This is an optimization exercise on Yosys and OpenROAD, whose aim is small area, not a production implementation. Function was checked by simulation only, so behaviour that the tests miss may differ from the original. Power and IR drop assume default switching activity.

### design.v
module UART_TOP_own (
    input               clk,
    input               rstn,
    input       [3:0]   paddr_i,
    input       [31:0]  pwdata_i,
    input               psel_i,
    input               penable_i,
    input               pwrite_i,
    input               rx_in,
    output reg          tx_out,
    output reg          uart_int_o,
    output reg  [31:0]  prdata_o
);
wire apb_wr = psel_i & penable_i & pwrite_i;
wire apb_rs = psel_i & ~penable_i & ~pwrite_i;       
wire wr_st  = apb_wr & (paddr_i == 4'h7);            
reg  [31:0] r_tx, r_baud, r_conf, r_rxtrig, r_txtrig, r_delay;
reg         wv_tx, wv_baud, wv_conf, wv_rxtrig, wv_txtrig, wv_delay;
reg         wtx;                     
always @(posedge clk) begin
    if (apb_wr) wtx <= (paddr_i == 4'h0);
    if (apb_wr && paddr_i == 4'h0) r_tx     <= pwdata_i;
    if (apb_wr && paddr_i == 4'h2) r_baud   <= pwdata_i;
    if (apb_wr && paddr_i == 4'h3) r_conf   <= pwdata_i;
    if (apb_wr && paddr_i == 4'h4) r_rxtrig <= pwdata_i;
    if (apb_wr && paddr_i == 4'h5) r_txtrig <= pwdata_i;
    if (apb_wr && paddr_i == 4'h6) r_delay  <= pwdata_i;
end
always @(posedge clk or negedge rstn) begin
    if (!rstn) begin
        wv_tx <= 1'b0; wv_baud <= 1'b0; wv_conf <= 1'b0;
        wv_rxtrig <= 1'b0; wv_txtrig <= 1'b0; wv_delay <= 1'b0;
    end else begin
        if (apb_wr && paddr_i == 4'h0) wv_tx     <= 1'b1;
        if (apb_wr && paddr_i == 4'h2) wv_baud   <= 1'b1;
        if (apb_wr && paddr_i == 4'h3) wv_conf   <= 1'b1;
        if (apb_wr && paddr_i == 4'h4) wv_rxtrig <= 1'b1;
        if (apb_wr && paddr_i == 4'h5) wv_txtrig <= 1'b1;
        if (apb_wr && paddr_i == 4'h6) wv_delay  <= 1'b1;
    end
end
wire [31:0] uart_tx     = wv_tx     ? r_tx     : 32'h0;
wire [31:0] uart_baud   = wv_baud   ? r_baud   : 32'hf152;
wire [31:0] uart_conf   = wv_conf   ? r_conf   : 32'h34;
wire [31:0] uart_rxtrig = wv_rxtrig ? r_rxtrig : 32'h1;
wire [31:0] uart_txtrig = wv_txtrig ? r_txtrig : 32'h0;
wire [31:0] uart_delay  = wv_delay  ? r_delay  : 32'h2;
reg         aw1, aw2, aw3;
reg  [9:0]  cv;              
reg  [3:0]  cfs;             
reg  [3:0]  dls;             
reg         rx_frst, tx_frst;
always @(posedge clk or negedge rstn) begin
    if (!rstn) begin
        aw1 <= 1'b0; aw2 <= 1'b0; aw3 <= 1'b0;
        cv  <= 10'd339;
        cfs <= 4'b0100;
        dls <= 4'h2;
        rx_frst <= 1'b0; tx_frst <= 1'b0;
    end else begin
        aw1 <= apb_wr; aw2 <= aw1; aw3 <= aw2;
        if (aw2) cv <= uart_baud[9:0] + 10'd1;
        if (aw3) begin
            cfs <= uart_conf[3:0];
            dls <= uart_delay[3:0];
        end
        rx_frst <= uart_conf[15];
        tx_frst <= uart_conf[14];
    end
end
wire c_check  = cfs[0];
wire c_parity = cfs[1];
wire c_stop   = cfs[2];
wire c_stchk  = cfs[3];
reg  [7:0]  txm [0:15];
reg  [7:0]  rxm [0:15];
reg  [4:0]  tx_fcnt, rx_fcnt;      
reg  [1:0]  tx_op, rx_op;          
wire [4:0]  tx_cnt, rx_cnt;        
reg  [7:0]  tx_dout, rx_dout;
reg         rx_pv;                 
wire        tx_wr_en, tx_rd_en, rx_wr_en, rx_rd_en;
wire [7:0]  rx_din;
localparam OP_NONE = 2'd0, OP_INC = 2'd1, OP_DEC = 2'd2, OP_CLR = 2'd3;
assign tx_cnt = (tx_op == OP_CLR) ? 5'd0 : (tx_op == OP_INC) ? tx_fcnt + 5'd1 :
                (tx_op == OP_DEC) ? tx_fcnt - 5'd1 : tx_fcnt;
assign rx_cnt = (rx_op == OP_CLR) ? 5'd0 : (rx_op == OP_INC) ? rx_fcnt + 5'd1 :
                (rx_op == OP_DEC) ? rx_fcnt - 5'd1 : rx_fcnt;
wire tx_empty = (tx_cnt == 5'd0);
wire tx_full  = tx_cnt[4];
wire rx_empty = (rx_cnt == 5'd0);
wire rx_full  = rx_cnt[4];
wire tx_we = tx_wr_en & ~tx_full  & ~tx_frst;
wire tx_re = tx_rd_en & ~tx_empty & ~tx_frst;
wire rx_we = rx_wr_en & ~rx_full  & ~rx_frst;
wire rx_re = rx_rd_en & ~rx_empty & ~rx_frst;
function [7:0] mux16;
    input [127:0] d;
    input [3:0]   s;
    reg   [31:0]  l;
    integer k;
    begin
        for (k = 0; k < 4; k = k + 1)
            case (s[1:0])
            2'd0: l[k*8 +: 8] = d[(4*k+0)*8 +: 8];
            2'd1: l[k*8 +: 8] = d[(4*k+1)*8 +: 8];
            2'd2: l[k*8 +: 8] = d[(4*k+2)*8 +: 8];
            default: l[k*8 +: 8] = d[(4*k+3)*8 +: 8];
            endcase
        case (s[3:2])
        2'd0: mux16 = l[7:0];
        2'd1: mux16 = l[15:8];
        2'd2: mux16 = l[23:16];
        default: mux16 = l[31:24];
        endcase
    end
endfunction
wire [7:0] tx_q = mux16({txm[15], txm[14], txm[13], txm[12], txm[11], txm[10], txm[9], txm[8],
                         txm[7], txm[6], txm[5], txm[4], txm[3], txm[2], txm[1], txm[0]}, tx_cnt[3:0]);
wire [7:0] rx_q = mux16({rxm[15], rxm[14], rxm[13], rxm[12], rxm[11], rxm[10], rxm[9], rxm[8],
                         rxm[7], rxm[6], rxm[5], rxm[4], rxm[3], rxm[2], rxm[1], rxm[0]}, rx_cnt[3:0]);
integer i;
always @(posedge clk) begin
    if (tx_we) begin
        txm[1] <= uart_tx[7:0];
        for (i = 2; i < 16; i = i + 1) txm[i] <= txm[i-1];
        txm[0] <= txm[15];
    end
    if (rx_re) rx_dout <= rx_q;
    if (rx_we) begin
        rxm[1] <= rx_din;
        for (i = 2; i < 16; i = i + 1) rxm[i] <= rxm[i-1];
        rxm[0] <= rxm[15];
    end
end
always @(posedge clk or negedge rstn) begin
    if (!rstn) begin
        tx_op <= OP_NONE; rx_op <= OP_NONE;
        tx_fcnt <= 5'd0; rx_fcnt <= 5'd0;
        tx_dout <= 8'd0; rx_pv <= 1'b0;
    end else begin
        tx_fcnt <= tx_cnt;
        rx_fcnt <= rx_cnt;
        tx_op <= tx_frst ? OP_CLR : (tx_we & ~tx_re) ? OP_INC : (tx_re & ~tx_we) ? OP_DEC : OP_NONE;
        rx_op <= rx_frst ? OP_CLR : (rx_we & ~rx_re) ? OP_INC : (rx_re & ~rx_we) ? OP_DEC : OP_NONE;
        if (tx_re) tx_dout <= tx_q;
        if (rx_re) rx_pv <= 1'b1;
    end
end
reg  [13:0] cnt_rx, cnt_tx;
reg         tx_bps_en;
wire        rx_bps_en;
wire        cv_nz   = |cv;
wire        rx_wrap = cv_nz & (cnt_rx[13:4] >= cv);
wire        tx_wrap = cv_nz & (cnt_tx[13:4] >= cv);
always @(posedge clk or negedge rstn) begin
    if (!rstn) begin
        cnt_rx <= 14'd0;
        cnt_tx <= 14'd0;
    end else begin
        if (rx_bps_en && !rx_wrap) cnt_rx <= cnt_rx + 14'd1;
        else cnt_rx <= 14'd0;
        if (tx_bps_en && !tx_wrap) cnt_tx <= cnt_tx + 14'd1;
        else cnt_tx <= 14'd0;
    end
end
wire rx_tick = (cnt_rx == {1'b0, cv, 3'b0});
wire tx_tick = (cnt_tx == {1'b0, cv, 3'b0});
localparam T_IDLE = 3'b000, T_IRQ = 3'b001, T_START = 3'b011, T_DATA = 3'b010,
           T_CHECK = 3'b110, T_STOP = 3'b111, T_DELAY = 3'b101;
reg  [2:0]  ts, tn;
reg  [3:0]  tc;
assign tx_rd_en = (ts == T_IDLE) & (tc == 4'd3);
always @(*) begin
    case (ts)
    T_IDLE:  tn = (tc == 4'd5) ? T_IRQ : T_IDLE;
    T_IRQ:   tn = tx_tick ? T_START : T_IRQ;
    T_START: tn = tx_tick ? T_DATA : T_START;
    T_DATA:  tn = (!tc[3] || !tx_tick) ? T_DATA : (c_check ? T_CHECK : T_STOP);
    T_CHECK: tn = tx_tick ? (c_stop ? T_STOP : T_DELAY) : T_CHECK;
    T_STOP:  tn = tx_tick ? T_DELAY : T_STOP;
    T_DELAY: tn = (tc < dls) ? T_DELAY : T_IDLE;
    default: tn = T_IDLE;
    endcase
end
always @(posedge clk or negedge rstn) begin
    if (!rstn) begin
        ts <= T_IDLE;
        tc <= 4'd8;
        tx_bps_en <= 1'b0;
        tx_out <= 1'b1;
    end else begin
        ts <= tn;
        if (tn != ts) begin
            tc <= (tn == T_DATA || tn == T_DELAY) ? 4'd1 : 4'd0;
        end else if (ts == T_IDLE) begin
            if (tc[3]) tc <= 4'd0;
            else if (!(tc == 4'd2 && tx_empty)) tc <= tc + 4'd1;
        end else if ((ts == T_DATA || ts == T_DELAY) && tx_tick) begin
            tc <= tc + 4'd1;
        end
        if (tn == T_IRQ) tx_bps_en <= 1'b1;
        if (tx_tick) begin
            case (tn)
            T_START: tx_out <= 1'b0;
            T_DATA:  tx_out <= tx_dout[tc[2:0]];
            T_CHECK: tx_out <= c_parity ? ^tx_dout : ~^tx_dout;
            T_STOP:  tx_out <= 1'b1;
            T_DELAY: tx_out <= 1'b1;
            default: ;
            endcase
        end
    end
end
localparam R_IDLE = 3'b000, R_START = 3'b001, R_DATA = 3'b010, R_CHECK = 3'b011,
           R_STOP = 3'b110, R_SEND = 3'b111, R_PERR = 3'b100, R_SERR = 3'b101;
reg  [2:0]  rs, rn;
reg  [3:0]  rc;
reg  [7:0]  data_rx;
reg         rx_in_d1, rx_in_d2;
reg  [3:0]  uart_status;
wire        neg_rx_in = ~rx_in_d1 & rx_in_d2;
wire        r_err     = (rs == R_PERR) | (rs == R_SERR);
wire        r_errbit  = (rs == R_PERR) ? uart_status[2] : uart_status[3];
wire        par_bad   = c_parity ? (^data_rx == rx_in) : (^data_rx == !rx_in);
assign rx_bps_en = (rs != R_IDLE) & ~r_err;
assign rx_wr_en  = (rs == R_SEND) & (rc == 4'd3);
assign rx_din    = data_rx;
always @(*) begin
    case (rs)
    R_IDLE:  rn = neg_rx_in ? R_START : R_IDLE;
    R_START: rn = rc[0] ? R_DATA : ((rx_tick && rx_in) ? R_IDLE : R_START);
    R_DATA:  rn = (!rc[3] || !rx_tick) ? R_DATA :
                  (c_check ? (par_bad ? R_PERR : R_CHECK) : (rx_in ? R_STOP : R_SERR));
    R_CHECK: rn = rx_tick ? (c_stchk ? (rx_in ? R_STOP : R_SERR) : R_SEND) : R_CHECK;
    R_STOP:  rn = rx_tick ? R_SEND : R_STOP;
    R_SEND:  rn = (rc == 4'd5) ? R_IDLE : R_SEND;
    default: rn = (rc == 4'd7) ? R_IDLE : rs;       
    endcase
end
always @(posedge clk) begin
    if (rn == R_DATA && rx_tick) data_rx <= {rx_in, data_rx[7:1]};
end
always @(posedge clk or negedge rstn) begin
    if (!rstn) begin
        rs <= R_IDLE;
        rc <= 4'd0;
        rx_in_d1 <= 1'b0;
        rx_in_d2 <= 1'b0;
    end else begin
        rx_in_d1 <= rx_in;
        rx_in_d2 <= rx_in_d1;
        rs <= rn;
        if (rn != rs) begin
            rc <= {3'b0, rx_tick & ((rn == R_DATA) | ((rn == R_START) & ~rx_in))};
        end else begin
            case (rs)
            R_START: if (rx_tick) rc[0] <= 1'b1;
            R_DATA:  if (rx_tick) rc <= rc + 4'd1;
            R_SEND:  if (!(rc == 4'd2 && rx_full)) rc <= rc + 4'd1;
            R_PERR, R_SERR: begin
                if (rc == 4'd2) rc <= wr_st ? 4'd8 : 4'd3;
                else if (rc == 4'd3) begin
                    if (!r_errbit) rc <= 4'd4;
                end else if (rc != 4'd8) rc <= rc + 4'd1;
            end
            default: ;
            endcase
        end
    end
end
reg  [4:0]  rx_stat, tx_stat;        
reg         rx_fifo_rd_en;
reg         rx_state_int, tx_state_int;
assign rx_rd_en = rx_fifo_rd_en;
wire [4:0] rx_lvl = rx_state_int ? rx_fcnt : rx_fcnt + 5'd1;
wire [4:0] tx_lvl = tx_state_int ? tx_fcnt : tx_fcnt - 5'd1;
wire       rx_hit = (rx_lvl == {1'b0, uart_rxtrig[3:0]});
wire       tx_hit = (tx_lvl == {1'b0, uart_txtrig[3:0]});
assign tx_wr_en = aw2 & wtx;         
always @(posedge clk or negedge rstn) begin
    if (!rstn) begin
        rx_stat <= 5'd0; tx_stat <= 5'd0;
        rx_fifo_rd_en <= 1'b0;
        uart_status <= 4'd0;
        rx_state_int <= 1'b0; tx_state_int <= 1'b0;
        uart_int_o <= 1'b0;
    end else begin
        rx_stat <= rx_fcnt;
        tx_stat <= tx_fcnt;
        rx_fifo_rd_en <= apb_rs & ~rx_fifo_rd_en &
                         ((paddr_i == 4'h1) | ((paddr_i == 4'h7) & uart_status[1] & ~rx_empty));
        if (rs == R_SERR && rc == 4'd2) uart_status[3] <= 1'b1;
        if (rs == R_PERR && rc == 4'd2) uart_status[2] <= 1'b1;
        if (!rx_state_int) begin
            rx_state_int <= rx_hit;
        end else if (rx_hit) begin
            uart_status[1] <= 1'b1;
            rx_state_int <= 1'b0;
        end
        if (!tx_state_int) begin
            tx_state_int <= tx_hit;
        end else if (tx_hit) begin
            uart_status[0] <= 1'b1;
            tx_state_int <= 1'b0;
        end
        if (wr_st)
            uart_status <= uart_status & ~pwdata_i[3:0];
        uart_int_o <= |uart_status;
    end
end
reg [4:0] cap;
always @(posedge clk)
    cap <= paddr_i[3] ? (paddr_i[0] ? tx_stat : rx_stat) : {1'b0, uart_status};
wire        a_0 = (paddr_i == 4'h0), a_1 = (paddr_i == 4'h1), a_2 = (paddr_i == 4'h2),
            a_3 = (paddr_i == 4'h3), a_4 = (paddr_i == 4'h4), a_5 = (paddr_i == 4'h5),
            a_6 = (paddr_i == 4'h6), a_c = paddr_i[3] | (paddr_i == 4'h7);
always @(*) begin
    prdata_o = ({32{a_0 & wv_tx}}     & r_tx)
             | ({32{a_2 & wv_baud}}   & r_baud)   | ({32{a_2 & ~wv_baud}}   & 32'hf152)
             | ({32{a_3 & wv_conf}}   & r_conf)   | ({32{a_3 & ~wv_conf}}   & 32'h34)
             | ({32{a_4 & wv_rxtrig}} & r_rxtrig) | ({32{a_4 & ~wv_rxtrig}} & 32'h1)
             | ({32{a_5 & wv_txtrig}} & r_txtrig)
             | ({32{a_6 & wv_delay}}  & r_delay)  | ({32{a_6 & ~wv_delay}}  & 32'h2)
             | {24'b0, {8{a_1 & rx_pv}} & rx_dout}
             | {27'b0, {5{a_c}} & cap};
end
endmodule
### flow/run.sh
#!/bin/bash
# Layout flow: the standard flow (standard.sh, with its synthesis unchanged)
# with these changes:
#  - after the floorplan, OpenROAD's restructure re-maps the combinational
#    logic for area (registers are not touched), using a copy of the liberty
#    file without the platform's don't-use cells;
#  - 1x buffers on the ports;
#  - an area-oriented clock tree (larger sink clusters, no dummy loads).
# Each tool's output goes to a log of its own in this folder; ORFS writes each
# step's own log under orfs/logs.
set -euo pipefail
HERE=$(pwd)
FLOWDIR=$(cd "$(dirname "$0")" && pwd)
export BUFFER_PORTS_ARGS="-buffer_cell sky130_fd_sc_hd__buf_1"
export CTS_ARGS="-sink_clustering_enable -repair_clock_nets -sink_clustering_size 28 -sink_clustering_max_diameter 120 -dont_use_dummy_load"

bash standard.sh floorplan > flow_floorplan.log 2>&1

python3 "$FLOWDIR/libfilter.py" "$FLOW_HOME/platforms/sky130hd/lib/sky130_fd_sc_hd__tt_025C_1v80.lib" \
  "$HERE/restructure.lib" 'sky130_fd_sc_hd__lpflow_*' 'sky130_fd_sc_hd__probe*' > libfilter.log 2>&1
mkdir -p "$HERE/restructure"
RES="$HERE/orfs/results/sky130hd/UART_TOP_own/base" LIB="$HERE/restructure.lib" WD="$HERE/restructure" \
  openroad -no_init -exit "$FLOWDIR/restructure.tcl" > restructure.log 2>&1

bash standard.sh finish > flow_finish.log 2>&1
### flow/libfilter.py
#!/usr/bin/env python3
"""Copy a liberty file without the cells whose names match the given patterns
(the platform's don't-use cells), for the area restructuring step."""
import fnmatch
import re
import sys

src, dst = sys.argv[1], sys.argv[2]
pats = sys.argv[3:]
cell_re = re.compile(r'^\s*cell\s*\(\s*"?([A-Za-z0-9_]+)"?\s*\)\s*\{')
out = []
skip = 0
depth = 0
with open(src) as f:
    for line in f:
        if skip:
            depth += line.count('{') - line.count('}')
            if depth <= 0:
                skip = 0
            continue
        m = cell_re.match(line)
        if m and any(fnmatch.fnmatch(m.group(1), p) for p in pats):
            depth = line.count('{') - line.count('}')
            skip = 1 if depth > 0 else 0
            continue
        out.append(line)
with open(dst, 'w') as f:
    f.writelines(out)
### flow/restructure.tcl
# Re-map the combinational logic of the floorplanned netlist for area with
# OpenROAD's restructure (ABC). Registers are not touched. Reads and rewrites
# 2_floorplan.odb in the ORFS results folder given by RES; LIB is the liberty
# file for ABC (the platform's, without its don't-use cells); WD a scratch folder.
set res $::env(RES)
set plat $::env(FLOW_HOME)/platforms/sky130hd
read_liberty $plat/lib/sky130_fd_sc_hd__tt_025C_1v80.lib
read_db $res/2_floorplan.odb
read_sdc $res/2_floorplan.sdc
source $plat/setRC.tcl
report_design_area
report_worst_slack -max
restructure -target area -liberty_file $::env(LIB) \
  -tielo_port sky130_fd_sc_hd__conb_1/LO -tiehi_port sky130_fd_sc_hd__conb_1/HI \
  -work_dir $::env(WD)
report_design_area
report_worst_slack -max
write_db $res/2_floorplan.odb
### standard.sh
#!/bin/bash
# synth_recipe.tcl (not shown) runs the flow's synth.tcl, then flattens the netlist and writes it again
# the make line also repeats each setting of config.mk as NAME=value (left out here)
make -C /OpenROAD-flow-scripts/flow DESIGN_CONFIG=/design/flow/config.mk WORK_HOME=/design/flow/orfs CLKGATE_MAP_FILE= SYNTH_SCRIPT=/design/flow/synth_recipe.tcl "${@:-finish}"
### config.mk
export PLATFORM = sky130hd
export DESIGN_NAME = UART_TOP_own
export DESIGN_NICKNAME = UART_TOP_own
export VERILOG_FILES = /design/flow/design.v
export SDC_FILE = /design/flow/constraint.sdc
export NUM_CORES = 4
export LEC_CHECK = 0
export CAP_MARGIN = 0
export CORE_MARGIN = 2
export CORE_UTILIZATION = 65
export SLEW_MARGIN = 0
### constraint.sdc
create_clock -name core_clock -period 8.0 [get_ports {clk}]
set_input_delay 1.6000 -clock core_clock [delete_from_list [all_inputs] [get_ports {clk}]]
set_output_delay 1.6000 -clock core_clock [all_outputs]
set_load 0.01 [all_outputs]
==> results of run 1 <==
==> through the flow <==
step	hold WS [ns]	total power, mW
final	0.362	6.21
after global routing	0.370	6.46
after CTS	0.366	6.23
after detailed placement	0.340	4.86
after global placement	0.337	4.84
after floorplan	0.331	4.86
==> placed cells by master (no fill, tap or decap), drive strengths merged, types with 5 or more instances in the layout <==
cell     synthesis  layout
o21ai           38      82
a22oi           76      23
a211oi           7      19
a21oi           67      48
a32o             2       5
a2bb2oi          1      12
clkbuf          73      25
nand4           10      15
nand3          121      12
a221o            1      10
a31oi           33      28
a22o             2       7
a221oi           5      46
o22a             4      16
nor2            75     103
o32ai            0      12
a222oi           3      47
edfxtp         465     465
a32oi            4       7
o32a             1       7
or2              6       5
dfstp            9       9
o22ai            9      49
nand2          308      85
dfxtp            5       5
o21a             5       9
nor3            21      33
nor4            23      16
o221ai           0      90
buf             33      99
dfrtp          107     107
nor2b           15      12
a31o             2      13
clkinv           2     149
==> sequential cells by signal, indices dropped and copies added (netlist names), 8 cells and up <==
register,cells
rxm,128
txm,128
r_baud,32
r_conf,32
r_delay,32
r_rxtrig,32
r_tx,32
r_txtrig,32
cnt_rx,14
cnt_tx,14
cv,10
data_rx,8
rx_dout,8
tx_dout,8
==> per-layer routing <==
| metal | vias to the layer above | routed length (um) | track usage [%] |
|---|---|---|---|
| met2 | 589 | 25400 | 41.8 |
| met3 | 68 | 3250 | 2.95 |
| met5 | - | 8 | 0 |
| met1 | 7485 | 23300 | 38.9 |
| met4 | 2 | 1200 | 6.67 |
| li1 | 6778 | - | - |
==> how the worst min path moves through the flow <==
stage / start / end / cells past startpoint
finish: aw1$_DFF_PN0_ / aw2$_DFF_PN0_ / 0
global route: aw1$_DFF_PN0_ / aw2$_DFF_PN0_ / 0
CTS: aw1$_DFF_PN0_ / aw2$_DFF_PN0_ / 0
detailed placement: aw1$_DFF_PN0_ / aw2$_DFF_PN0_ / 0
global placement: aw1$_DFF_PN0_ / aw2$_DFF_PN0_ / 0
floorplan: aw1$_DFF_PN0_ / aw2$_DFF_PN0_ / 0
==> power breakdown <==
group	internal, mW	switching (mW)	total (mW)
combinational	0.423	0.770	1.19
clock	0.541	0.856	1.40
sequential	3.45	0.169	3.62
total	4.41	1.80	6.21
==> cell type report <==
cell class	instances	area share, %
Antenna cell	2	0.0201
Clock buffer	24	2.41
Inverter	149	2.25
Multi-Input combinational cell	849	22.7
Sequential cell	586	68.2
Tap cell	511	2.57
Timing Repair Buffer	100	1.90
==> critical path: stages <==
cell and delay (ns):
sky130_fd_sc_hd__buf_1 0.26, sky130_fd_sc_hd__clkinv_1 0.22, sky130_fd_sc_hd__nor3_1 0.79, sky130_fd_sc_hd__clkinv_1 0.45, sky130_fd_sc_hd__nor2_2 0.20, sky130_fd_sc_hd__buf_4 0.37
sky130_fd_sc_hd__clkinv_1 0.17, sky130_fd_sc_hd__o22ai_1 0.19, sky130_fd_sc_hd__nand3b_1 0.14, sky130_fd_sc_hd__buf_1 0.16
==> cell families after synthesis <==
kind of cell	share of synthesized area (%)
DFF	67.7
and+or+nand+nor	13.4
AOI/OAI and AO/OA	9.68
xor gates and xnor gates	3.09
adders and majority gates	1.95
muxes	1.60
buffers and inverters	2.62
==> metrics.log, run 1 <==
INFO  metric pin_count = 76
INFO  metric routed_wl = 53200 um
INFO  metric utilization = 65.8%
INFO  metric worstSetupEndpointType = output pin
INFO  metric synth_common_cells = sky130_fd_sc_hd__edfxtp_1, sky130_fd_sc_hd__nand2_1, sky130_fd_sc_hd__nand3_1
INFO  metric initial_standard_cell_utilization_of_the_core = 66.3%
INFO  metric die_height = 200 um
INFO  metric rows = 71
INFO  metric combined_area_of_the_multi_input_logic_cells = 5660 um2
INFO  metric grt.total_usage = 26.1%
INFO  metric timing.final.setup_violations = 0
INFO  metric die_area = 40200 um2
INFO  metric max_cap_viol_count = 0
INFO  metric buffers_inserted_during_post_cts_setup_optimization = 0
INFO  metric synth_instances = 1958
INFO  metric synth_area = 25100 um2
INFO  metric tightestPinTransition = 1.18 ns
INFO  metric vdd_drop_max = 0.198 mV
INFO  metric tritoncts_sink_count = 586
INFO  metric tritoncts.num_buffers = 24
INFO  metric number_of_antenna_violations_at_the_first_check_in_global_routing = 3
INFO  metric primary_flip_flop_cell_chosen_by_synthesis_mapping = sky130_fd_sc_hd__edfxtp_1
INFO  metric crit-reg2reg-capture = rc[0]$_DFFE_PN0P_
INFO  metric cts_tree = done
INFO  metric ant_nets = 0
INFO  metric cts-root-to-sink-buffers = 3
INFO  metric status = no timing/DRC/antenna violations
INFO  metric r2r-start = cnt_rx[0]$_DFF_PN0_
INFO  metric synth_top_area_share = 55.7%
INFO  metric remaining_drc_errors = 0
INFO  metric dp.cells = 2195
INFO  metric worstSkewPairLatency = 0.58 ns
INFO  metric grt_pass1_wl = 82500 um
INFO  metric gp_congestion = 0.936
INFO  metric route.detailed.vias_per_inst = 6.72
INFO  metric finClkSkew = 0.0138 ns
INFO  metric hold_buffers = 0
INFO  metric min_period_over_period = 77.0%
INFO  metric syn-num-nets = 2039
INFO  metric final_cell_count_no_fill = 2221
INFO  metric crit_path_start_kind = input port
INFO  metric setup.worst_path.end = prdata_o[0]
INFO  metric cts-resized-gates = 0
INFO  metric synthToLayoutAreaGrowth = -0.689%
INFO  metric dr.first_iter.drc_count = 1709
INFO  metric setup-tns-final = 0 ns
INFO  metric power_per_standard_cell_area = 249 nW/um2
INFO  metric dpl.hpwl = 33300 um
INFO  metric ff_latch_area = 17000 um2
INFO  metric synthDistinctLibCells = 81
INFO  metric sequential_share_of_the_synthesized_area = 67.7%
INFO  metric synth-edff-count = 465
INFO  metric grt_start_max_net_pins = 84
INFO  metric fmaxAchievable = 0.162 GHz
INFO  metric place_worst_setup_slack = 1.98 ns
INFO  metric post_synth.cell_area_avg = 12.8 um2
INFO  metric finalCriticalPeriod = 6.16 ns
INFO  metric first_pass_iters = 8
INFO  metric postSynth.asyncResetShare = 19.8%
INFO  metric clkSlewWorstSetupHoldPaths = 0.11 ns
INFO  metric cp_data_required_time = 6.40 ns
INFO  metric synth.area.top_cells = sky130_fd_sc_hd__edfxtp_1, sky130_fd_sc_hd__dfrtp_1, sky130_fd_sc_hd__nand2_1
INFO  metric path_max_fanout = 22
INFO  metric synth_largest_area_cell = sky130_fd_sc_hd__edfxtp_1
INFO  metric worst-r2r-setup-slack = 3.82 ns
INFO  metric setup_slack = 1.84 ns
INFO  metric synth_most_common_cell = sky130_fd_sc_hd__edfxtp_1
INFO  metric slew_violations = 0
INFO  metric max-slew-margin-rel = 21.4%
INFO  metric yosysWarningCount = 3
INFO  metric grt-ovfl-total = 0
INFO  metric hold_wc_path_type = flop to flop
INFO  metric place.port_buffers = 75
INFO  metric cts-root-buf = sky130_fd_sc_hd__clkbuf_16
INFO  metric ys_ff_latch = 586
INFO  metric layout.cell_area.non_filler = 24900 um2
INFO  metric route.detailed.wl_per_inst = 24.0 um
INFO  metric dr_total_vias = 14900
INFO  metric h_tree_depth = 1
INFO  metric power_leakage = 7.81 nW
INFO  metric filler_cell_count = 2793
INFO  metric critPathLaunch = paddr_i[1]
INFO  metric placeableCoreArea = 37800 um2
INFO  metric design.final.nets = 1752
INFO  metric post_route_cells_drive_above_1_share = 4.57%
INFO  metric timing_worst_setup_path_type = input port to output pin
INFO  metric grt_setup_unrepaired = false
INFO  metric grt_pass1_vias = 14200
INFO  metric timing.reg2reg.worst_path_depth = 12
INFO  metric placedInstanceArea = 24300 um2
INFO  metric worstPathArrival = 4.56 ns
INFO  metric floorplan.die.width = 200 um
INFO  metric timing_hold_violations_final = 0
==> run 2: changes to the inputs <==
--- a/config.mk
+++ b/config.mk
@@ -5,7 +5,7 @@
 export SDC_FILE = /design/flow/constraint.sdc
 export NUM_CORES = 4
 export LEC_CHECK = 0
-export CAP_MARGIN = 0
+export CAP_MARGIN = 20
 export CORE_MARGIN = 2
 export CORE_UTILIZATION = 65
-export SLEW_MARGIN = 0
+export SLEW_MARGIN = 20
==> metrics.log, run 2 <==
INFO  metric h_tree_depth = 1 (unchanged)
INFO  metric slew_violations = 0 (unchanged)
INFO  metric synth_instances = 1958 (unchanged)
INFO  metric grt_start_max_net_pins = 84 (unchanged)
INFO  metric dr_total_vias = 14900 (+0.13%)
INFO  metric placeableCoreArea = 37800 um2 (unchanged)
INFO  metric first_pass_iters = 6 (-2)
INFO  metric hold_buffers = 0 (unchanged)
INFO  metric route.detailed.wl_per_inst = 24.0 um (about the same)
INFO  metric synth.area.top_cells = sky130_fd_sc_hd__edfxtp_1, sky130_fd_sc_hd__dfrtp_1, sky130_fd_sc_hd__nand2_1
INFO  metric r2r-start = cnt_rx[0]$_DFF_PN0_
INFO  metric floorplan.die.width = 200 um (unchanged)
INFO  metric worstPathBufferInverterCount = 6 (unchanged)
INFO  metric grt-ovfl-total = 0 (unchanged)
INFO  metric number_of_antenna_violations_at_the_first_check_in_global_routing = 3 (unchanged)
INFO  metric crit-reg2reg-capture = rc[0]$_DFFE_PN0P_
INFO  metric remaining_drc_errors = 0 (unchanged)
INFO  metric critical-path-slowest-cell = sky130_fd_sc_hd__nor3_1
INFO  metric power.net_switching = 1.79 mW (-0.34%)
INFO  metric die_height = 200 um (unchanged)
INFO  metric synthToLayoutAreaGrowth = -0.469%
INFO  metric cts-root-to-sink-buffers = 3 (unchanged)
INFO  metric grt_pass1_vias = 14300 (+0.34%)
INFO  metric setup-tns-final = 0 ns (unchanged)
INFO  metric fmaxAchievable = 0.165 GHz (+1.5%)
INFO  metric finalCriticalPeriod = 6.07 ns (-0.0903 ns)
INFO  metric cts-resized-gates = 0 (unchanged)
INFO  metric grt_pass1_wl = 82700 um (+0.23%)
INFO  metric p_int = 4.41 mW (about the same)
INFO  metric worst-r2r-setup-slack = 3.77 ns (-0.05 ns)
INFO  metric mostFrequentLayoutCell = sky130_fd_sc_hd__edfxtp_1
INFO  metric max_stage_delay = 0.74 ns (-0.05 ns)
INFO  metric routed_wl = 53300 um (+0.10%)
INFO  metric layout.cells.most_common_list = sky130_fd_sc_hd__edfxtp_1, sky130_fd_sc_hd__clkinv_1, sky130_fd_sc_hd__dfrtp_1
INFO  metric tightestPinTransition = 1.10 ns (-0.0773 ns)
INFO  metric timing_hold_violations_final = 0 (unchanged)
INFO  metric yosysWarningCount = 3 (unchanged)
INFO  metric max_cap_viol_count = 0 (unchanged)
INFO  metric timing.critical_path.depth = 10 (unchanged)
INFO  metric postSynth.asyncResetShare = 19.8% (unchanged)
INFO  metric synth_largest_area_cell = sky130_fd_sc_hd__edfxtp_1
INFO  metric wl_met1 = 23400 um (+0.28%)
INFO  metric max-slew-margin-rel = 26.6% (+5.2 points)
INFO  metric cts-root-buf = sky130_fd_sc_hd__clkbuf_16
INFO  metric grt.total_usage = 26.1% (about the same)
INFO  metric ant_nets = 0 (unchanged)
INFO  metric timing.final.setup_violations = 0 (unchanged)
INFO  metric synth-edff-count = 465 (unchanged)
INFO  metric critical-path-top-delay-family = buffers and inverters
INFO  metric sequential_share_of_the_synthesized_area = 67.7% (unchanged)
INFO  metric timing.hold.ws = 0.360 ns (-0.00234 ns)
INFO  metric power_per_standard_cell_area = 248 nW/um2 (-0.33%)
INFO  metric cell_chain_of_the_critical_path = buf_1 -> clkinv_1 -> nor3_1 -> clkinv_1 -> nor2_2 -> buf_4 -> clkinv_1 -> o22ai_1 -> nand3b_1 -> buf_1
INFO  metric tritoncts_sink_count = 586 (unchanged)
INFO  metric route.top_layer_used = met5
INFO  metric primary_flip_flop_cell_chosen_by_synthesis_mapping = sky130_fd_sc_hd__edfxtp_1
INFO  metric hold_wc_path_type = flop to flop
INFO  metric clkSlewWorstSetupHoldPaths = 0.11 ns (about the same)
INFO  metric status = no timing/DRC/antenna violations
INFO  metric timing_worst_setup_path_type = input port to output pin
INFO  metric net_switching_share_of_the_total_power = 28.8% (-0.066 points)
INFO  metric syn-num-nets = 2039 (unchanged)
INFO  metric post_synth.cell_area_avg = 12.8 um2 (unchanged)
INFO  metric comb_power_share = 19.3% (about the same)
INFO  metric cts_tree = done
INFO  metric worstSkewPairLatency = 0.58 ns (about the same)
INFO  metric synth_area = 25100 um2 (unchanged)
INFO  metric critPathLaunch = paddr_i[1]
INFO  metric path_max_fanout = 22 (unchanged)
INFO  metric rows = 71 (unchanged)
INFO  metric crit_path_start_kind = input port
INFO  metric dr.first_iter.drc_count = 1693 (-0.94%)
INFO  metric worstPathArrival = 4.47 ns (-0.09 ns)
INFO  metric synthDistinctLibCells = 81 (unchanged)
INFO  metric tritoncts.num_buffers = 24 (unchanged)
INFO  metric timing.reg2reg.worst_path_depth = 12 (unchanged)
INFO  metric pin_count = 76 (unchanged)
INFO  metric setup_slack = 1.93 ns (+0.0903 ns)
INFO  metric top_regs = rxm x128, txm x128
INFO  metric post_route_cells_drive_above_1_share = 4.68% (+0.11 points)
INFO  metric place_worst_setup_slack = 2.01 ns (+0.0319 ns)
INFO  metric share_clk_of_total_power = 22.4% (about the same)
INFO  metric cp_data_required_time = 6.40 ns (about the same)
INFO  metric synth_most_common_cell = sky130_fd_sc_hd__edfxtp_1
INFO  metric setup.worst_path.end = prdata_o[0]
INFO  metric place.port_buffers = 75 (unchanged)
INFO  metric grt_setup_unrepaired = false
INFO  metric synth_common_cells = sky130_fd_sc_hd__edfxtp_1, sky130_fd_sc_hd__nand2_1, sky130_fd_sc_hd__nand3_1
INFO  metric design.final.nets = 1754 (+0.11%)
INFO  metric synth_top_area_share = 55.7% (unchanged)
INFO  metric wl_met2 = 25300 um (-0.61%)
INFO  metric worstSetupEndpointType = output pin
INFO  metric share_seq_of_total_power = 58.4% (about the same)
INFO  metric buffers_inserted_during_post_cts_setup_optimization = 0 (unchanged)
INFO  metric initial_standard_cell_utilization_of_the_core = 66.3% (unchanged)
INFO  metric finClkSkew = 0.0224 ns (+0.00865 ns)
INFO  metric total_length_of_routed_met3_wires = 3430 um (+5.6%)
INFO  metric power_leakage = 7.83 nW (+0.29%)
INFO  metric filler_cell_count = 2779 (-0.50%)
INFO  metric dpl.hpwl = 33600 um (+0.74%)
INFO  metric min_period_over_period = 75.9% (-1.1 points)
INFO  metric vdd_drop_max = 0.148 mV (-25%)
INFO  metric die_area = 40200 um2 (unchanged)
INFO  metric route.detailed.vias_per_inst = 6.72 (about the same)
INFO  metric ys_ff_latch = 586 (unchanged)
INFO  metric gp_congestion = 0.936 (unchanged)
INFO  metric critical_path.most_common_cell = sky130_fd_sc_hd__clkinv_1
run 2: power groups by stage:
stage	logic, mW	clock network [mW]	registers [mW]
finish	1.19	1.39	3.62
global route	1.31	1.51	3.64
CTS	1.19	1.42	3.62
detailed placement	1.19	0	3.68
global placement	1.16	0	3.68
floorplan	1.18	0	3.68
run 2: worst min-delay path by stage:
stage,cells after the start,endpoint,from
final,0,aw2$_DFF_PN0_,aw1$_DFF_PN0_
after CTS,0,aw2$_DFF_PN0_,aw1$_DFF_PN0_
after global routing,0,aw2$_DFF_PN0_,aw1$_DFF_PN0_
after floorplan,0,aw2$_DFF_PN0_,aw1$_DFF_PN0_
after detailed placement,0,aw2$_DFF_PN0_,aw1$_DFF_PN0_
after global placement,0,aw2$_DFF_PN0_,aw1$_DFF_PN0_
run 2: kinds of logic after synthesis:
logic type	after synthesis	share of synthesized area (%)
AOI/OAI and AO/OA	349	9.68
xor gates and xnor gates	87	3.09
adders and majority gates	39	1.95
buffers and inverters	165	2.62
DFF	586	67.7
muxes	32	1.60
and+or+nand+nor	700	13.4
run 2: metrics by stage:
step | util (%) | cell area (um2) | power, mW | cells
after floorplan | - | 25100 | 4.86 | 1958
after global placement | 64.2 | 24300 | 4.84 | 2195
after detailed placement | 64.4 | 24400 | 4.87 | 2197
after CTS | 66.0 | 25000 | 6.23 | 2221
after global routing | 66.0 | 25000 | 6.47 | 2223
final | 66.0 | 25000 | 6.20 | 2223
run 2: metal layers:
layer / track usage, % / up-vias
li1: - / 6780
met1: 38.9 / 7498
met2: 41.9 / 592
met3: 3.05 / 69
met4: 6.16 / 2
met5: 0 / -
run 2: final cells by class:
type / instances / area, um2 / share of cell area, %
sequential: 586 / 17000 / 68.0
multi-input combinational: 849 / 5660 / 22.7
tap: 511 / 639 / 2.56
clock buffer: 24 / 601 / 2.41
inverter: 149 / 559 / 2.24
timing repair buffer: 102 / 528 / 2.11
antenna: 2 / 5.00 / 0.0200
==> run 3: changes to the inputs <==
--- a/config.mk
+++ b/config.mk
@@ -7,5 +7,5 @@
 export LEC_CHECK = 0
 export CAP_MARGIN = 20
 export CORE_MARGIN = 2
-export CORE_UTILIZATION = 65
+export CORE_UTILIZATION = 72
 export SLEW_MARGIN = 20
==> metrics.log, run 3 <==
INFO  metric mostFrequentLayoutCell = sky130_fd_sc_hd__edfxtp_1
INFO  metric worstPathArrival = 4.71 ns (+0.24 ns)
INFO  metric timing.hold.ws = 0.366 ns (+0.00615 ns)
INFO  metric synth_most_common_cell = sky130_fd_sc_hd__edfxtp_1
INFO  metric tightestPinTransition = 1.09 ns (-0.0129 ns)
INFO  metric ff_latch_area = 17000 um2 (unchanged)
INFO  metric die_area = 36300 um2 (-9.5%)
INFO  metric route.detailed.vias_per_inst = 7.02 (+4.4%)
INFO  metric status = no timing/DRC/antenna violations
INFO  metric max-slew-margin-rel = 27.5% (+0.86 points)
INFO  metric primary_flip_flop_cell_chosen_by_synthesis_mapping = sky130_fd_sc_hd__edfxtp_1
INFO  metric hold_wc_path_type = flop to flop
INFO  metric post_synth.cell_area_avg = 12.8 um2 (unchanged)
INFO  metric h_tree_depth = 1 (unchanged)
INFO  metric grt.total_usage = 28.3% (+2.2 points)
INFO  metric cts-root-to-sink-buffers = 3 (unchanged)
INFO  metric route.detailed.wl_per_inst = 23.8 um (-0.80%)
INFO  metric setup-tns-final = 0 ns (unchanged)
INFO  metric dpl.hpwl = 32300 um (-3.7%)
INFO  metric gp_congestion = 0.974 (+4.1%)
INFO  metric synth.area.top_cells = sky130_fd_sc_hd__edfxtp_1, sky130_fd_sc_hd__dfrtp_1, sky130_fd_sc_hd__nand2_1
INFO  metric worstSetupEndpointType = output pin
INFO  metric min_period_over_period = 78.9% (+3.1 points)
INFO  metric dr.first_iter.drc_count = 1902 (+12%)
INFO  metric number_of_antenna_violations_at_the_first_check_in_global_routing = 2 (-1)
INFO  metric die_height = 191 um (-4.9%)
INFO  metric grt-ovfl-total = 0 (unchanged)
INFO  metric yosysWarningCount = 3 (unchanged)
INFO  metric design.final.nets = 1755 (+0.057%)
INFO  metric grt_setup_unrepaired = false
INFO  metric post_route_cells_drive_above_1_share = 4.73% (+0.056 points)
INFO  metric rows = 68 (-4.2%)
INFO  metric synth-edff-count = 465 (unchanged)
INFO  metric finClkSkew = 0.0287 ns (+0.00631 ns)
INFO  metric layout.cells.most_common_list = sky130_fd_sc_hd__edfxtp_1, sky130_fd_sc_hd__clkinv_1, sky130_fd_sc_hd__dfrtp_1
INFO  metric cts_tree = done
INFO  metric pin_count = 76 (unchanged)
INFO  metric initial_standard_cell_utilization_of_the_core = 72.8% (+6.5 points)
INFO  metric grt_pass1_wl = 80000 um (-3.2%)
INFO  metric placeableCoreArea = 34500 um2 (-8.9%)
INFO  metric synth_instances = 1958 (unchanged)
INFO  metric cp_data_required_time = 6.40 ns (about the same)
INFO  metric hold_buffers = 0 (unchanged)
INFO  metric synthDistinctLibCells = 81 (unchanged)
INFO  metric vdd_drop_max = 0.210 mV (+41%)
INFO  metric power_leakage = 7.84 nW (about the same)
INFO  metric tritoncts.num_buffers = 24 (unchanged)
INFO  metric cts-resized-gates = 0 (unchanged)
INFO  metric buffers_inserted_during_post_cts_setup_optimization = 0 (unchanged)
INFO  metric timing.final.setup_violations = 0 (unchanged)
INFO  metric ant_nets = 0 (unchanged)
INFO  metric worstSkewPairLatency = 0.57 ns (about the same)
INFO  metric synth_area = 25100 um2 (unchanged)
INFO  metric clkSlewWorstSetupHoldPaths = 0.11 ns (about the same)
INFO  metric synth_common_cells = sky130_fd_sc_hd__edfxtp_1, sky130_fd_sc_hd__nand2_1, sky130_fd_sc_hd__nand3_1
INFO  metric first_pass_iters = 7 (+1)
INFO  metric grt_start_max_net_pins = 88 (+4.8%)
INFO  metric power_per_standard_cell_area = 249 nW/um2 (+0.20%)
INFO  metric max_cap_viol_count = 0 (unchanged)
INFO  metric cts-root-buf = sky130_fd_sc_hd__clkbuf_16
INFO  metric finalCriticalPeriod = 6.31 ns (+0.246 ns)
INFO  metric filler_cell_count = 2263 (-19%)
INFO  metric dr_total_vias = 15200 (+1.8%)
INFO  metric synth_largest_area_cell = sky130_fd_sc_hd__edfxtp_1
INFO  metric path_max_fanout = 16 (-27%)
INFO  metric timing_hold_violations_final = 0 (unchanged)
INFO  metric postSynth.asyncResetShare = 19.8% (unchanged)
INFO  metric floorplan.die.width = 191 um (-4.9%)
INFO  metric ys_ff_latch = 586 (unchanged)
INFO  metric place.port_buffers = 75 (unchanged)
INFO  metric synthToLayoutAreaGrowth = -0.699%
INFO  metric sequential_share_of_the_synthesized_area = 67.7% (unchanged)
INFO  metric timing_worst_setup_path_type = input port to output pin
INFO  metric remaining_drc_errors = 0 (unchanged)
INFO  metric syn-num-nets = 2039 (unchanged)
INFO  metric synth_top_area_share = 55.7% (unchanged)
INFO  metric tritoncts_sink_count = 586 (unchanged)
INFO  metric combined_area_of_the_multi_input_logic_cells = 5650 um2 (about the same)
INFO  metric top_regs = rxm x128, txm x128
INFO  metric grt_pass1_vias = 14300 (+0.15%)
INFO  metric routed_wl = 51500 um (-3.3%)
INFO  metric fmaxAchievable = 0.158 GHz (-3.9%)
INFO  metric crit_path_start_kind = input port
INFO  metric slew_violations = 0 (unchanged)
[run 3: cell counts after synthesis]
No cell type changed its count.
[run 3: logic make-up after synthesis]
| group | share of synthesized area [%] |
|---|---|
| buf+inv | 2.62 |
| compound gates | 9.68 |
| xor+xnor | 3.09 |
| simple gates | 13.4 |
| fa+ha+maj | 1.95 |
| mux | 1.60 |
| flops | 67.7 |
[run 3: worst max-delay path, cell delays in order]
cell and delay (ns):
sky130_fd_sc_hd__buf_1 0.20, sky130_fd_sc_hd__clkinv_1 0.27, sky130_fd_sc_hd__nand2_1 0.22, sky130_fd_sc_hd__nor2_1 0.50, sky130_fd_sc_hd__clkinv_1 0.29, sky130_fd_sc_hd__nor2_2 0.82
sky130_fd_sc_hd__buf_4 0.35, sky130_fd_sc_hd__a222oi_1 0.14, sky130_fd_sc_hd__nand4_1 0.13, sky130_fd_sc_hd__buf_1 0.19
[run 3: cell type report]
class | instances | share of cell area, %
Sequential cell | 586 | 68.2
Multi-Input combinational cell | 849 | 22.7
Clock buffer | 24 | 2.41
Tap cell | 455 | 2.29
Inverter | 149 | 2.25
Timing Repair Buffer | 103 | 2.20
Antenna cell | 1 | 0.0100
[run 3: report_power, final]
group / leakage, nW / internal, mW / switching (mW)
sequential: 5.63 / 3.45 / 0.170
combinational: 1.91 / 0.427 / 0.774
clock: 0.296 / 0.540 / 0.839
[run 3: metal layers]
| metal | up-vias | share of wire (%) | global-route usage [%] |
|---|---|---|---|
| met5 | - | 0.017 | 0 |
| met3 | 98 | 7.3 | 3.39 |
| met2 | 708 | 48 | 44.8 |
| met1 | 7609 | 42 | 42.1 |
| li1 | 6793 | - | - |
| met4 | 2 | 2.8 | 8.50 |
[run 3: through the flow]
| stage | setup WS [ns] | std cells | instance area (um2) | util [%] | total power [mW] |
|---|---|---|---|---|---|
| 2_1_floorplan | 0.451 | 1958 | 25100 | - | 4.86 |
| 3_3_place_gp | 1.98 | 2139 | 24200 | 70.3 | 4.83 |
| 3_5_place_dp | 1.83 | 2139 | 24200 | 70.3 | 4.86 |
| 4_1_cts | 1.82 | 2163 | 24800 | 72.1 | 6.21 |
| 5_1_grt | 1.51 | 2167 | 24900 | 72.3 | 6.46 |
| 6_report | 1.69 | 2167 | 24900 | 72.3 | 6.20 |
[run 3: final timing paths]
| check | slack (ns) | endpoint | cells past startpoint | startpoint |
|---|---|---|---|---|
| max | 1.69 | prdata_o[15] | 10 | paddr_i[0] |
| min | 0.37 | aw2$_DFF_PN0_ | 0 | aw1$_DFF_PN0_ |
| max reg2reg | 3.85 | tc[3]$_DFFE_PN1P_ | 14 | tx_fcnt[1]$_DFF_PN0_ |
| min reg2reg | 0.37 | aw2$_DFF_PN0_ | 0 | aw1$_DFF_PN0_ |
| max in group asynchronous | 5.62 | cnt_rx[12]$_DFF_PN0_ | 2 | rstn |
| min in group asynchronous | 1.12 | tx_dout[0]$_DFFE_PN0P_ | 1 | rstn |
==> run 4: changes to the inputs <==
--- a/design.v
+++ b/design.v
@@ -73,7 +73,10 @@
 wire c_stop   = cfs[2];
 wire c_stchk  = cfs[3];
 reg  [7:0]  txm [0:15];
-reg  [7:0]  rxm [0:15];
+reg  [7:0]  rxr [0:15];
+reg  [3:0]  rph;                   
+reg  [3:0]  rxh;                   
+reg         rx_pend;               
 reg  [4:0]  tx_fcnt, rx_fcnt;      
 reg  [1:0]  tx_op, rx_op;          
 wire [4:0]  tx_cnt, rx_cnt;        
@@ -117,8 +120,13 @@
 endfunction
 wire [7:0] tx_q = mux16({txm[15], txm[14], txm[13], txm[12], txm[11], txm[10], txm[9], txm[8],
                          txm[7], txm[6], txm[5], txm[4], txm[3], txm[2], txm[1], txm[0]}, tx_cnt[3:0]);
-wire [7:0] rx_q = mux16({rxm[15], rxm[14], rxm[13], rxm[12], rxm[11], rxm[10], rxm[9], rxm[8],
-                         rxm[7], rxm[6], rxm[5], rxm[4], rxm[3], rxm[2], rxm[1], rxm[0]}, rx_cnt[3:0]);
+wire [3:0] rx_hpos = rxh + rph;                   
+wire [3:0] rx_ipos = rxh + rx_cnt[3:0] + rph;      
+wire       rx_inj  = rx_pend & (rx_ipos[2:0] == 3'd0);
+wire       rx_byp  = rx_pend & (rx_cnt == 5'd1);   
+wire [7:0] rx_q = rx_byp ? rx_din :
+                  mux16({rxr[15], rxr[14], rxr[13], rxr[12], rxr[11], rxr[10], rxr[9], rxr[8],
+                         rxr[7], rxr[6], rxr[5], rxr[4], rxr[3], rxr[2], rxr[1], rxr[0]}, rx_hpos);
 integer i;
 always @(posedge clk) begin
     if (tx_we) begin
@@ -127,17 +135,17 @@
         txm[0] <= txm[15];
     end
     if (rx_re) rx_dout <= rx_q;
-    if (rx_we) begin
-        rxm[1] <= rx_din;
-        for (i = 2; i < 16; i = i + 1) rxm[i] <= rxm[i-1];
-        rxm[0] <= rxm[15];
-    end
+    for (i = 1; i < 16; i = i + 1) rxr[i] <= rxr[i-1];
+    rxr[0] <= (rx_inj && !rx_ipos[3]) ? rx_din : rxr[15];
+    rxr[8] <= (rx_inj &&  rx_ipos[3]) ? rx_din : rxr[7];
+    rph <= rph + 4'd1;
+    if (rx_re) rxh <= rxh + 4'd1;
 end
 always @(posedge clk or negedge rstn) begin
     if (!rstn) begin
         tx_op <= OP_NONE; rx_op <= OP_NONE;
         tx_fcnt <= 5'd0; rx_fcnt <= 5'd0;
-        tx_dout <= 8'd0; rx_pv <= 1'b0;
+        tx_dout <= 8'd0; rx_pv <= 1'b0; rx_pend <= 1'b0;
     end else begin
         tx_fcnt <= tx_cnt;
         rx_fcnt <= rx_cnt;
@@ -145,6 +153,8 @@
         rx_op <= rx_frst ? OP_CLR : (rx_we & ~rx_re) ? OP_INC : (rx_re & ~rx_we) ? OP_DEC : OP_NONE;
         if (tx_re) tx_dout <= tx_q;
         if (rx_re) rx_pv <= 1'b1;
+        if (rx_we) rx_pend <= 1'b1;
+        else if (rx_inj || rx_frst || (rx_re && rx_byp)) rx_pend <= 1'b0;
     end
 end
 reg  [13:0] cnt_rx, cnt_tx;
--- a/config.mk
+++ b/config.mk
@@ -7,5 +7,5 @@
 export LEC_CHECK = 0
 export CAP_MARGIN = 20
 export CORE_MARGIN = 2
-export CORE_UTILIZATION = 72
+export CORE_UTILIZATION = 65
 export SLEW_MARGIN = 20
==> metrics.log, run 4 <==
INFO  metric cts-resized-gates = 0 (unchanged)
INFO  metric grt_start_max_net_pins = 88 (unchanged)
INFO  metric synth-edff-count = 341 (-27%)
INFO  metric layout.cells.most_common_list = sky130_fd_sc_hd__edfxtp_1, sky130_fd_sc_hd__o22ai_1, sky130_fd_sc_hd__clkinv_1
INFO  metric vdd_drop_max = 0.181 mV (-13%)
INFO  metric min_period_over_period = 78.9% (about the same)
INFO  metric timing_hold_violations_final = 0 (unchanged)
INFO  metric initial_standard_cell_utilization_of_the_core = 66.4% (-6.4 points)
INFO  metric syn-num-nets = 1837 (-9.9%)
INFO  metric ant_nets = 0 (unchanged)
INFO  metric pin_count = 76 (unchanged)
INFO  metric route.detailed.wl_per_inst = 22.5 um (-5.2%)
INFO  metric synth.area.top_cells = sky130_fd_sc_hd__edfxtp_1, sky130_fd_sc_hd__dfxtp_1, sky130_fd_sc_hd__dfrtp_1
INFO  metric power.total = 5.88 mW (-5.1%)
INFO  metric dr.first_iter.drc_count = 1512 (-21%)
INFO  metric ff_latch_area = 15900 um2 (-6.2%)
INFO  metric tritoncts_sink_count = 595 (+1.5%)
INFO  metric design.final.nets = 1848 (+5.3%)
INFO  metric worstSkewPairLatency = 0.60 ns (+0.03 ns)
INFO  metric primary_flip_flop_cell_chosen_by_synthesis_mapping = sky130_fd_sc_hd__edfxtp_1
INFO  metric post_synth.cell_area_avg = 14.0 um2 (+9.2%)
INFO  metric combined_area_of_the_multi_input_logic_cells = 6040 um2 (+6.9%)
INFO  metric postSynth.asyncResetShare = 19.7% (-0.13 points)
INFO  metric rows = 70 (+2.9%)
INFO  metric post_route_cells_drive_above_1_share = 4.66% (-0.078 points)
INFO  metric clkSlewWorstSetupHoldPaths = 0.11 ns (about the same)
INFO  metric slew_violations = 0 (unchanged)
INFO  metric route.detailed.vias_per_inst = 6.64 (-5.3%)
INFO  metric number_of_antenna_violations_at_the_first_check_in_global_routing = 2 (unchanged)
INFO  metric timing.reg2reg.worst_path_depth = 11 (-3)
INFO  metric tritoncts.num_buffers = 25 (+4.2%)
INFO  metric dpl.hpwl = 33100 um (+2.5%)
INFO  metric finClkSkew = 0.0559 ns (+0.0272 ns)
INFO  metric timing_worst_setup_path_type = input port to output pin
INFO  metric cp_data_required_time = 6.40 ns (about the same)
INFO  metric floorplan.die.width = 198 um (+3.8%)
INFO  metric cts-root-buf = sky130_fd_sc_hd__clkbuf_16
INFO  metric cts-root-to-sink-buffers = 3 (unchanged)
INFO  metric yosysWarningCount = 3 (unchanged)
INFO  metric filler_cell_count = 2749 (+21%)
INFO  metric first_pass_iters = 6 (-1)
INFO  metric ys_ff_latch = 595 (+1.5%)
INFO  metric worstSetupEndpointType = output pin
INFO  metric max-slew-margin-rel = 27.0% (-0.47 points)
INFO  metric sequential_share_of_the_synthesized_area = 65.2% (-2.5 points)
INFO  metric synth_top_area_share = 41.9% (-14 points)
INFO  metric grt_pass1_wl = 80900 um (+1.1%)
INFO  metric max_cap_viol_count = 0 (unchanged)
INFO  metric synth_area = 24400 um2 (-2.6%)
INFO  metric h_tree_depth = 1 (unchanged)
INFO  metric routed_wl = 51200 um (-0.54%)
INFO  metric hold_buffers = 0 (unchanged)
INFO  metric hold_wc_path_type = flop to flop
INFO  metric die_area = 39100 um2 (+7.7%)
INFO  metric dr_total_vias = 15100 (-0.70%)
INFO  metric worstHoldPathCells = 0 (unchanged)
INFO  metric synth_largest_area_cell = sky130_fd_sc_hd__edfxtp_1
INFO  metric status = no timing/DRC/antenna violations
INFO  metric utilization = 66.0% (-6.3 points)
INFO  metric cts_tree = done
INFO  metric worstPathArrival = 4.71 ns (about the same)
INFO  metric grt_setup_unrepaired = false
INFO  metric finalCriticalPeriod = 6.31 ns (-0.00150 ns)
INFO  metric fmaxAchievable = 0.158 GHz (about the same)
INFO  metric die_height = 198 um (+3.8%)
INFO  metric grt_pass1_vias = 14600 (+1.9%)
INFO  metric top_regs = rxr x128, txm x128
INFO  metric final_cell_count_no_fill = 2273 (+4.9%)
INFO  metric path_max_fanout = 20 (+4)
INFO  metric setup-tns-final = 0 ns (unchanged)
INFO  metric synth_instances = 1745 (-11%)
INFO  metric worst-r2r-setup-slack = 4.37 ns (+0.52 ns)
INFO  metric dp.cells = 2247 (+5.0%)
INFO  metric crit_path_start_kind = input port
INFO  metric timing.final.setup_violations = 0 (unchanged)
INFO  metric tightestPinTransition = 1.09 ns (+0.00708 ns)
INFO  metric synth_common_cells = sky130_fd_sc_hd__edfxtp_1, sky130_fd_sc_hd__dfxtp_1, sky130_fd_sc_hd__nand2_1
INFO  metric synth_most_common_cell = sky130_fd_sc_hd__edfxtp_1
INFO  metric buffers_inserted_during_post_cts_setup_optimization = 0 (unchanged)
INFO  metric remaining_drc_errors = 0 (unchanged)
INFO  metric grt.total_usage = 26.4% (-1.9 points)
INFO  metric synthDistinctLibCells = 91 (+12%)
INFO  metric mostFrequentLayoutCell = sky130_fd_sc_hd__edfxtp_1
INFO  metric gp_congestion = 0.890 (-8.7%)
INFO  metric grt-ovfl-total = 0 (unchanged)
INFO  metric power_leakage = 7.85 nW (+0.14%)
INFO  metric placeableCoreArea = 36800 um2 (+6.8%)
INFO  metric synthToLayoutAreaGrowth = -0.599% (about the same)
INFO  metric place.port_buffers = 75 (unchanged)
INFO  metric power_per_standard_cell_area = 242 nW/um2 (-2.6%)
-- run 4: final timing paths --
check,start,end
max,paddr_i[1],prdata_o[7]
min,rxr[13][1]$_DFF_P_,rxr[14][1]$_DFF_P_
max reg2reg,rxh[0]$_DFFE_PP_,rx_dout[0]$_DFFE_PP_
min reg2reg,rxr[13][1]$_DFF_P_,rxr[14][1]$_DFF_P_
max in group asynchronous,rstn,rx_in_d2$_DFF_PN0_
min in group asynchronous,rstn,tx_dout[5]$_DFFE_PN0P_
-- run 4: cell type report --
class                      instances  share of cell area [%]
timing repair buffer             104                    2.15
tap                              468                    2.41
clock buffer                      25                    2.58
inverter                         153                    2.37
antenna                            1                  0.0103
multi-input combinational        927                    24.9
sequential                       595                    65.6
-- run 4: power breakdown --
| group | switching (mW) | internal, mW | total (mW) |
|---|---|---|---|
| sequential | 0.172 | 3.39 | 3.56 |
| clock | 0.855 | 0.561 | 1.42 |
| combinational | 0.567 | 0.338 | 0.906 |
-- run 4: per-layer routing --
layer	track usage (%)	vias up	share of wire, %
met1	38.1	7471	44
met3	4.51	88	6.7
met4	8.02	2	3.0
met2	41.6	528	46
li1	-	7015	-
met5	0	-	0.025
-- run 4: kinds of logic after synthesis --
family                   after synthesis  share of synthesized area [%]
adder cells (fa/ha/maj)               50                           2.72
AO/OA/AOI/OAI                        305                           8.42
XOR/XNOR                              90                           3.28
flip-flops                           595                           65.2
AND/OR/NAND/NOR                      404                           8.56
multiplexers                         156                           9.29
buffers and inverters                145                           2.53
-- run 4: worst max-delay path, stage by stage --
cell                       delay [ns]
sky130_fd_sc_hd__buf_1           0.30
sky130_fd_sc_hd__clkinv_1        0.19
sky130_fd_sc_hd__nor3_1          0.80
sky130_fd_sc_hd__clkinv_1        0.45
sky130_fd_sc_hd__nor2_2          0.30
sky130_fd_sc_hd__buf_4           0.34
sky130_fd_sc_hd__clkinv_1        0.14
sky130_fd_sc_hd__o22ai_1         0.20
sky130_fd_sc_hd__a221oi_1        0.07
sky130_fd_sc_hd__nand2_1         0.10
sky130_fd_sc_hd__buf_1           0.21
-- run 4: metrics by stage --
stage | area, um2 | hold WS (ns) | worst slack, ns
final | 24300 | 0.342 | 1.69
after CTS | 24300 | 0.338 | 1.77
after global placement | 23600 | 0.333 | 1.86
after floorplan | 24400 | 0.326 | 0.912
after global routing | 24300 | 0.346 | 1.51
after detailed placement | 23600 | 0.336 | 1.79

## re-timing with driven ports
In the flow no input, the clock included, has a driving cell. The finished layouts below were timed again as built, in two steps.
Step 1 sets driving cells, clkbuf_16 on the clock port and buf_2 on the other inputs (assumed; they add their load-dependent delay and slew).
Step 2 moves the port delays by t, midway between the first and last clock arrival at a register: inputs arrive t later, outputs are due t later. That takes back most of the time a late clock gives input paths.
Slacks: ideal ports / drivers / drivers and shift; pairs: ideal ports / drivers.
run	t, ns	slack for setup (ns)	hold WS [ns]
run 1	0.630	1.841 / 1.756 / 1.756	0.362 / 0.362 / 0.362
run 2	0.623	1.931 / 1.851 / 1.851	0.360 / 0.360 / 0.360
run 3	0.618	1.685 / 1.631 / 1.631	0.366 / 0.366 / 0.366
run 4	0.627	1.687 / 1.628 / 1.628	0.342 / 0.342 / 0.342
After both steps every run listed still meets setup and hold. For run 1, which loses most, drivers alone change the setup slack by -0.085 ns; drivers and shift together by -0.085 ns.
